Context: an optimization exercise on an open-source flow, tuned for small area. The choices shown serve that exercise and are no tape-out recipe. Only simulation tests tie the RTL to the original design; equivalence was not proved.

indigo:
==> flow/design.v <==
module pg_top
(
    input   wire            clk,
    input   wire            res_n,
    input   wire            btn_b_n,
    input   wire            uart_rx,
    output  wire            uart_tx,
    output  wire    [2:0]   led_rgb_n,
    output  wire            pout0,
    output  wire            pout1,
    output  wire            pout2,
    output  wire            pout3
);
    reg r_ff1, r_ff2;
    always @(posedge clk or negedge res_n) begin
        if (~res_n) begin
            r_ff1 <= 1'b0;
            r_ff2 <= 1'b0;
        end else begin
            r_ff1 <= 1'b1;
            r_ff2 <= r_ff1;
        end
    end
    wire rst_n = r_ff2;
    reg  [22:0] led_lfsr;
    reg         led;
    wire        led_top = (led_lfsr == 23'h209829);    
    always @(posedge clk) begin
        if (~rst_n | led_top)
            led_lfsr <= 23'd0;
        else
            led_lfsr <= {led_lfsr[21:0], ~(led_lfsr[22] ^ led_lfsr[17])};
    end
    always @(posedge clk or negedge rst_n) begin
        if (~rst_n)
            led <= 1'b0;
        else if (led_top)
            led <= ~led;
    end
    assign led_rgb_n = {1'b1, led, 1'b1};
    reg  [15:0] reg_q [0:8];
    wire        wr_en;           
    wire [8:0]  sel;             
    reg  [3:0]  cmd_idx;         
    reg  [7:0]  cmd_data;        
    wire [15:0] wr_data = rst_n ? {cmd_data, rx_d} : 16'd0;
    genvar gi;
    generate
        for (gi = 0; gi < 9; gi = gi + 1) begin : g_reg
            always @(posedge clk) begin
                if (~rst_n | (wr_en & sel[gi]))
                    reg_q[gi] <= wr_data;
            end
        end
    endgenerate
    reg  [23:0] cnt;
    wire        cnt_hz = (cnt[23:16] == 8'd0);
    wire        cnt_top = cnt_hz & (cnt[15:0] == reg_q[0]);
    always @(posedge clk) begin
        if (~rst_n | cnt_top)
            cnt <= 24'd0;
        else
            cnt <= cnt + 24'd1;
    end
    reg [3:0] pout;
    generate
        for (gi = 0; gi < 4; gi = gi + 1) begin : g_pout
            always @(posedge clk or negedge rst_n) begin
                if (~rst_n)
                    pout[gi] <= 1'b0;
                else if (cnt_hz & (cnt[15:0] == reg_q[2*gi+1]))
                    pout[gi] <= 1'b1;
                else if (cnt_hz & (cnt[15:0] == reg_q[2*gi+2]))
                    pout[gi] <= 1'b0;
            end
        end
    endgenerate
    assign pout0 = pout[0];
    assign pout1 = pout[1];
    assign pout2 = pout[2];
    assign pout3 = pout[3];
    reg  [2:0]  mosi_ff;
    always @(posedge clk or negedge rst_n) begin
        if (~rst_n)
            mosi_ff <= 3'b111;
        else
            mosi_ff <= {mosi_ff[1:0], uart_rx};
    end
    reg         rx_busy;
    reg  [9:0]  rx_div;          
    reg  [3:0]  rx_bit;          
    reg  [7:0]  rx_d;            
    reg         rx_s0;           
    wire        rx_start = mosi_ff[2] & ~mosi_ff[1] & ~rx_busy;
    wire        rx_zero  = (rx_div == 10'd1000);
    wire        rx_smp   = rx_busy & rx_zero;
    wire        rx_fin   = rx_smp & ~rx_bit[3] & ~rx_bit[0];
    wire        rx_byte  = rx_fin & ~rx_s0 & mosi_ff[2];
    wire [7:0]  rx_data  = rx_d;
    reg  [3:0]  byte_cnt;
    wire        rx_dsmp  = rx_smp & rx_bit[3] & (byte_cnt != 4'd5);
    always @(posedge clk or negedge rst_n) begin
        if (~rst_n)
            rx_busy <= 1'b0;
        else if (rx_start)
            rx_busy <= 1'b1;
        else if (rx_fin)
            rx_busy <= 1'b0;
    end
    always @(posedge clk) begin
        if (rx_start)
            rx_div <= 10'd496;
        else if (rx_zero)
            rx_div <= 10'd368;
        else
            rx_div <= {rx_div[8:0], ~(rx_div[9] ^ rx_div[6])};
    end
    always @(posedge clk) begin
        if (rx_start)
            rx_bit <= 4'd7;
        else if (rx_smp)
            rx_bit <= rx_bit + 4'd1;
    end
    always @(posedge clk) begin
        if (rx_smp & ~rx_bit[3] & rx_bit[0])
            rx_s0 <= mosi_ff[2];
    end
    always @(posedge clk) begin
        if (rx_dsmp)
            rx_d <= {mosi_ff[2], rx_d[7:1]};
    end
    reg         cmd_rd, cmd_wr;
    wire        pipe = byte_cnt[3] | (byte_cnt[2] & byte_cnt[1]);
    always @(posedge clk) begin
        if (~rst_n | (byte_cnt == 4'd12))
            byte_cnt <= 4'd0;
        else if (rx_byte | pipe)
            byte_cnt <= byte_cnt + 4'd1;
    end
    always @(posedge clk) begin
        if (rx_byte) begin
            case (byte_cnt)
                4'd0: begin
                    cmd_rd <= (rx_data == 8'h00);
                    cmd_wr <= (rx_data == 8'h01);
                end
                4'd1: cmd_idx <= (rx_data == 8'h00) ? 4'd0 : 4'd15;
                4'd2: cmd_idx <= ((cmd_idx == 4'd15) | (rx_data[7:5] != 3'd0) | rx_data[0])
                                 ? 4'd15 : rx_data[4:1];
                4'd3: cmd_data <= rx_data;
                default: ;
            endcase
        end
    end
    assign wr_en = (byte_cnt == 4'd9) & cmd_wr;
    generate
        for (gi = 0; gi < 9; gi = gi + 1) begin : g_sel
            assign sel[gi] = (cmd_idx == gi);
        end
    endgenerate
    reg  [15:0] resp;
    reg         txempty;
    wire        resp_ld = (byte_cnt == 4'd11) & cmd_rd;
    reg  [15:0] rd_data;
    integer ri;
    always @(*) begin
        rd_data = 16'd0;
        for (ri = 0; ri < 9; ri = ri + 1)
            rd_data = rd_data | ({16{sel[ri] & rst_n}} & reg_q[ri]);
    end
    always @(posedge clk) begin
        if (~rst_n | resp_ld)
            resp <= rd_data;
    end
    wire        tx_req = (byte_cnt == 4'd12) & (cmd_rd | cmd_wr);
    reg  [2:0]  wbc;
    reg         tx_busy;
    reg         tx_en;
    always @(posedge clk or negedge rst_n) begin
        if (~rst_n) begin
            wbc     <= 3'd0;
            tx_busy <= 1'b0;
            tx_en   <= 1'b0;
        end else if (tx_req) begin
            tx_busy <= 1'b1;
        end else if (tx_busy & txempty) begin
            tx_en <= 1'b1;
        end else if (tx_en) begin
            tx_en <= 1'b0;
            if (wbc == 3'd5) begin
                wbc     <= 3'd0;
                tx_busy <= 1'b0;
            end else begin
                wbc <= wbc + 3'd1;
            end
        end
    end
    reg  [9:0]  tx_div;          
    reg  [3:0]  tx_bit;
    reg         miso;
    wire        tx_start = txempty & tx_en;
    wire        tx_term  = (tx_div == 10'd99);
    wire        tx_stop  = ~tx_bit[3] & ~tx_bit[0];
    wire        tx_done  = ~tx_bit[3] & tx_bit[0] & ~tx_bit[1];
    wire        tx_shift = ~txempty & tx_term & ~tx_done;
    wire [7:0]  tx_rbyte = (wbc == 3'd2) ? resp[15:8] : resp[7:0];
    wire        tx_dbit  = (wbc == 3'd1) |
                           (((wbc == 3'd2) | (wbc == 3'd3)) & tx_rbyte[tx_bit[2:0]]);
    wire        tx_nbit  = tx_bit[3] ? tx_dbit : ~tx_bit[0];
    always @(posedge clk) begin
        if (tx_start)
            tx_div <= 10'd99;
        else if (tx_term)
            tx_div <= tx_stop ? 10'd1 : 10'd0;
        else
            tx_div <= {tx_div[8:0], ~(tx_div[9] ^ tx_div[6])};
    end
    always @(posedge clk) begin
        if (tx_start)
            tx_bit <= 4'd7;
        else if (tx_shift)
            tx_bit <= tx_bit + 4'd1;
    end
    always @(posedge clk or negedge rst_n) begin
        if (~rst_n)
            txempty <= 1'b1;
        else if (tx_start)
            txempty <= 1'b0;
        else if (tx_term & tx_done)
            txempty <= 1'b1;
    end
    always @(posedge clk or negedge rst_n) begin
        if (~rst_n)
            miso <= 1'b1;
        else if (tx_shift)
            miso <= tx_nbit;
    end
    assign uart_tx = miso;
endmodule
Settings: LEC_CHECK=0, CAP_MARGIN=20, CORE_MARGIN=2, CORE_UTILIZATION=60, SLEW_MARGIN=20; clock period 10.0 ns.
standard.sh (not shown) runs the stock make flow with config.mk's settings and CLKGATE_MAP_FILE= SYNTH_SCRIPT=/design/flow/synth_recipe.tcl, a recipe that flattens the netlist after the stock synthesis.
==> flow/flow/run.sh <==
#!/bin/bash
# Standard layout (the standard.sh: standard synthesis, floorplan, placement,
# CTS, routing), with only the clock tree settings changed: 8x clock buffers,
# clusters of at most 15 sinks within 100 um, and no dummy balancing loads.
set -euo pipefail
export CTS_ARGS="-sink_clustering_enable -repair_clock_nets -buf_list sky130_fd_sc_hd__clkbuf_8 -sink_clustering_size 15 -sink_clustering_max_diameter 100 -dont_use_dummy_load"
bash standard.sh finish > standard.log 2>&1
The following lists how maple was set up differently from indigo:
==> flow/flow/run.sh <==
#!/bin/bash
# Standard layout (the standard.sh: standard synthesis, floorplan, placement,
# CTS, routing) with two settings changed:
#  - clock tree: 8x clock buffers, clusters of at most 15 sinks within 100 um,
#    no dummy balancing loads
#  - port buffers: every input and output port still gets a buffer, of the
#    library's smallest buffer cell
set -euo pipefail
export CTS_ARGS="-sink_clustering_enable -repair_clock_nets -buf_list sky130_fd_sc_hd__clkbuf_8 -sink_clustering_size 15 -sink_clustering_max_diameter 100 -dont_use_dummy_load"
export BUFFER_PORTS_ARGS="-buffer_cell sky130_fd_sc_hd__buf_1"
bash standard.sh finish > standard.log 2>&1
--- outcome ---
Compared with indigo, maple shows via count lower by 73.
Comparing indigo and maple, the higher worst hold slack was measured on indigo.
Slew at the pin closest to its max-slew limit for maple: 0.058 ns up relative to indigo
Comparing maple against indigo, there is no change at all in number of port buffers.
Re maximum number of pins on one net before global-route repair: no difference whatsoever between maple and indigo.

afterwards: timing with drivers on the ports:
The results above use ideal ports. As a check the final layouts listed here were re-extracted and re-timed, cells and wires unchanged. Step 1 (the two cells are an assumption about what drives the block):
set clk [get_ports {clk}]
set_driving_cell -lib_cell sky130_fd_sc_hd__clkbuf_16 $clk
set_driving_cell -lib_cell sky130_fd_sc_hd__buf_2 [delete_from_list [all_inputs] $clk]
Step 2 times the ports against the registers' clock, not the clock port: input delays grow and output delays shrink by t, the midpoint of the rising clock arrivals with the driver on. Slacks: ideal / step 1 / step 2; pairs: ideal / step 1.
| run | shift t [ns] | setup WS [ns] | worst hold slack (ns) | latest minus earliest clock arrival (ns) |
|---|---|---|---|---|
| indigo | 0.586 | 6.426 / 6.382 / 6.967 | 0.362 / 0.362 / 0.362 | 0.069 / 0.069 |
| maple | 0.579 | 6.772 / 6.732 / 7.059 | 0.356 / 0.356 / 0.356 | 0.029 / 0.029 |
After both steps setup and hold are still met in every run listed.
